Context: an optimization exercise on an open-source flow, tuned for small area. The choices shown serve that exercise and are no tape-out recipe. In this exercise RTL edits were held to simulation tests only and were not proved equivalent to the original. Power figures rest on the tool's default switching activity, not on a simulated workload.

## uart_module
module uart_module #(
    parameter int BIT_TICKS = 54
)(
    input logic clk,
    input logic rst_n,
    input logic rx,
    input logic rd_uart,
    input logic [7:0] w_data,
    input logic wr_uart,
    output logic tx,
    output logic [7:0] r_data,
    output logic rx_empty,
    output logic tx_full
);
Settings: LEC_CHECK=0, CAP_MARGIN=20, CORE_MARGIN=2, CORE_UTILIZATION=70, SLEW_MARGIN=20, SYNTH_HIERARCHICAL=1; clock period 10.0 ns.
standard.sh (not shown) runs the stock make flow with config.mk's settings and CLKGATE_MAP_FILE= SYNTH_SCRIPT=/design/flow/synth_recipe.tcl, a recipe that flattens the netlist after the stock synthesis.
==> flow/flow/run.sh <==
#!/bin/bash
# Standard layout with two changes: port buffers are buf_1, and the clock
# tree is built from clkbuf_4 with larger sink clusters and no dummy loads.
set -euo pipefail
export BUFFER_PORTS_ARGS="-buffer_cell sky130_fd_sc_hd__buf_1"
export CTS_ARGS="-sink_clustering_enable -repair_clock_nets -dont_use_dummy_load -buf_list \"sky130_fd_sc_hd__clkbuf_2 sky130_fd_sc_hd__clkbuf_4\" -sink_clustering_size 10 -sink_clustering_max_diameter 35"
bash standard.sh > standard_flow.log 2>&1
Rerun with:
==> flow/flow/run.sh (replaced) <==
#!/bin/bash
# Standard layout with two changes: port buffers are buf_1, and the clock
# tree is built from clkbuf_4 with larger sink clusters and no dummy loads.
set -euo pipefail
export BUFFER_PORTS_ARGS="-buffer_cell sky130_fd_sc_hd__buf_1"
export CTS_ARGS="-sink_clustering_enable -repair_clock_nets -dont_use_dummy_load -buf_list sky130_fd_sc_hd__clkbuf_4 -sink_clustering_size 12 -sink_clustering_max_diameter 40"
bash standard.sh > standard_flow.log 2>&1
=> Cell area came out lower by 0.48%. Area after synthesis does not change. Worst setup slack loses 0.025 ns. Utilization came out lower by 0.37 points. Die area does not change. Routed wire length is about the same. Clock power came out lower by 7.4%. Hold slack barely changes. Clock-buffer cell count came out lower by 7. Critical path depth is unchanged.
Rerun with:
==> flow/flow/run.sh (replaced) <==
#!/bin/bash
# Standard layout with two changes: port buffers are buf_1, and the clock
# tree is built from clkbuf_4 with larger sink clusters and no dummy loads.
set -euo pipefail
export BUFFER_PORTS_ARGS="-buffer_cell sky130_fd_sc_hd__buf_1"
export CTS_ARGS="-sink_clustering_enable -repair_clock_nets -dont_use_dummy_load -buf_list sky130_fd_sc_hd__clkbuf_8 -sink_clustering_size 20 -sink_clustering_max_diameter 50"
bash standard.sh > standard_flow.log 2>&1
The changed run produced a clean layout.
Critical path depth does not change.
Area after synthesis stays the same.
Design area went up by about 0.37%.
Power went up by about 1.2%.
Clock-buffer cell count went down by 13.

Another version of the RTL of uart_module (not shown whole).
For scale: about 790 cells after synthesis, ~24 I/O pins.
==> flow/config.mk <==
export PLATFORM = sky130hd
export DESIGN_NAME = uart_module
export DESIGN_NICKNAME = uart_module
export VERILOG_FILES = /design/flow/design.v
export SDC_FILE = /design/flow/constraint.sdc
export NUM_CORES = 4
export LEC_CHECK = 0
export CAP_MARGIN = 20
export CORE_MARGIN = 2
export CORE_UTILIZATION = 80
export SLEW_MARGIN = 20
export SYNTH_HIERARCHICAL = 1
==> flow/constraint.sdc <==
create_clock -name core_clock -period 10.0 [get_ports {clk}]
set_input_delay 2.0000 -clock core_clock [delete_from_list [all_inputs] [get_ports {clk}]]
set_output_delay 2.0000 -clock core_clock [all_outputs]
set_load 0.01 [all_outputs]
==> flow/flow/run.sh <==
#!/bin/bash
# Standard layout with three changes: after floorplan every cell gets the
# smallest size of its family (flow/downsize.tcl); port buffers are buf_1;
# the clock tree is built from clkbuf_4 with larger sink clusters and no
# dummy loads.
set -euo pipefail
export POST_FLOORPLAN_TCL="$PWD/flow/downsize.tcl"
export BUFFER_PORTS_ARGS="-buffer_cell sky130_fd_sc_hd__buf_1"
export CTS_ARGS="-sink_clustering_enable -repair_clock_nets -dont_use_dummy_load -buf_list sky130_fd_sc_hd__clkbuf_4 -root_buf sky130_fd_sc_hd__clkbuf_2 -tree_buf sky130_fd_sc_hd__clkbuf_2 -sink_clustering_size 12 -sink_clustering_max_diameter 40"
bash standard.sh > standard_flow.log 2>&1
==> flow/flow/downsize.tcl <==
set db [ord::get_db]
set block [ord::get_db_block]
set dont_use {}
if { [info exists ::env(DONT_USE_CELLS)] } {
  set dont_use $::env(DONT_USE_CELLS)
}
array set fam {}
foreach lib [$db getLibs] {
  foreach m [$lib getMasters] {
    set n [$m getName]
    if { [regexp {^(sky130_fd_sc_hd__[a-z0-9]+)_([0-9]+)$} $n -> base sz] } {
      if { [lsearch -exact $dont_use $n] < 0 } {
        lappend fam($base) $m
      }
    }
  }
}
set swapped 0
set saved 0
foreach inst [$block getInsts] {
  set m [$inst getMaster]
  set n [$m getName]
  if { ![regexp {^(sky130_fd_sc_hd__[a-z0-9]+)_([0-9]+)$} $n -> base sz] } {
    continue
  }
  if { ![info exists fam($base)] } {
    continue
  }
  set best $m
  set bw [$m getWidth]
  foreach c $fam($base) {
    if { [$c getWidth] < $bw } {
      set best $c
      set bw [$c getWidth]
    }
  }
  if { $best ne $m } {
    set saved [expr { $saved + [$m getWidth] - $bw }]
    $inst swapMaster $best
    incr swapped
  }
}
puts "downsize: swapped $swapped cells, saved width [expr { $saved / 1000.0 }] um"
Change:
==> flow/flow/run.sh (replaced) <==
#!/bin/bash
# Standard layout with three changes: after floorplan every cell gets the
# smallest size of its family (flow/downsize.tcl); port buffers are buf_1;
# the clock tree is built from clkbuf_4 with larger sink clusters and no
# dummy loads.
set -euo pipefail
export POST_FLOORPLAN_TCL="$PWD/flow/downsize.tcl"
export BUFFER_PORTS_ARGS="-buffer_cell sky130_fd_sc_hd__buf_1"
export CTS_ARGS="-sink_clustering_enable -repair_clock_nets -dont_use_dummy_load -buf_list sky130_fd_sc_hd__clkbuf_4 -root_buf sky130_fd_sc_hd__clkbuf_2 -tree_buf sky130_fd_sc_hd__clkbuf_2 -sink_clustering_size 11 -sink_clustering_max_diameter 35"
bash standard.sh > standard_flow.log 2>&1
Settings changed: CORE_UTILIZATION 80 to 70.
Effect: The new run produced a clean layout. Critical path depth does not change. Wire length came out higher by 2.7%. Via count came out lower by 1.9%. Cell area increases by 0.85%. Sequential power barely changes. Clock-buffer cell count came out higher by 5. Power is higher by 1.3%. Worst setup slack got worse by 75 ps. Hold slack got worse by 62 ps.
Change:
==> flow/flow/run.sh (replaced) <==
#!/bin/bash
# Standard layout with three changes: after floorplan every cell gets the
# smallest size of its family (flow/downsize.tcl); port buffers are buf_1;
# the clock tree is built from clkbuf_4 with larger sink clusters and no
# dummy loads.
set -euo pipefail
export POST_FLOORPLAN_TCL="$PWD/flow/downsize.tcl"
export BUFFER_PORTS_ARGS="-buffer_cell sky130_fd_sc_hd__buf_1"
export CTS_ARGS="-sink_clustering_enable -repair_clock_nets -dont_use_dummy_load -buf_list sky130_fd_sc_hd__clkbuf_4 -root_buf sky130_fd_sc_hd__clkbuf_2 -tree_buf sky130_fd_sc_hd__clkbuf_2 -sink_clustering_size 12 -sink_clustering_max_diameter 40"
bash standard.sh > standard_flow.log 2>&1
Result: Cell area is lower by 0.45%. Worst setup slack is worse by 15 ps. First-iteration DRC count grows by about 2.2%. Via count rises by about 0.8%. Register-to-register slack is worse by 40 ps. Utilization goes down by 0.33 points. Wire length stays flat. Synthesized area is unchanged. Sequential share of layout area grows by 0.29 points. Synthesized cell count stays the same. Fmax stays flat.

-- static timing again, ports no longer ideal --
In the flow no input, the clock included, has a driving cell. The finished layouts below were timed again as built, in two steps. Step 1 assumes that a clkbuf_16 drives the clock port and a buf_2 every other input. Step 2, shift: input delay + t, output delay - t, t = (earliest + latest rising clock arrival at the registers) / 2. This alone moves slack from input paths to output paths. a / b / c = no drivers / after step 1 / after step 2; a / b = the first two.
run	t (ns)	setup WS [ns]	worst setup path at the end
the first run of note 1	0.639	4.710 / 4.674 / 5.313	register to output
the second run of note 1	0.636	4.685 / 4.651 / 5.287	register to output
the third run of note 1	0.551	4.763 / 4.724 / 5.276	register to output
the first run of note 2	0.751	4.255 / 4.218 / 4.969	register to output
the second run of note 2	0.778	4.179 / 4.147 / 4.925	register to output
the third run of note 2	0.752	4.164 / 4.131 / 4.883	register to output
After both steps setup and hold are still met in every run listed.
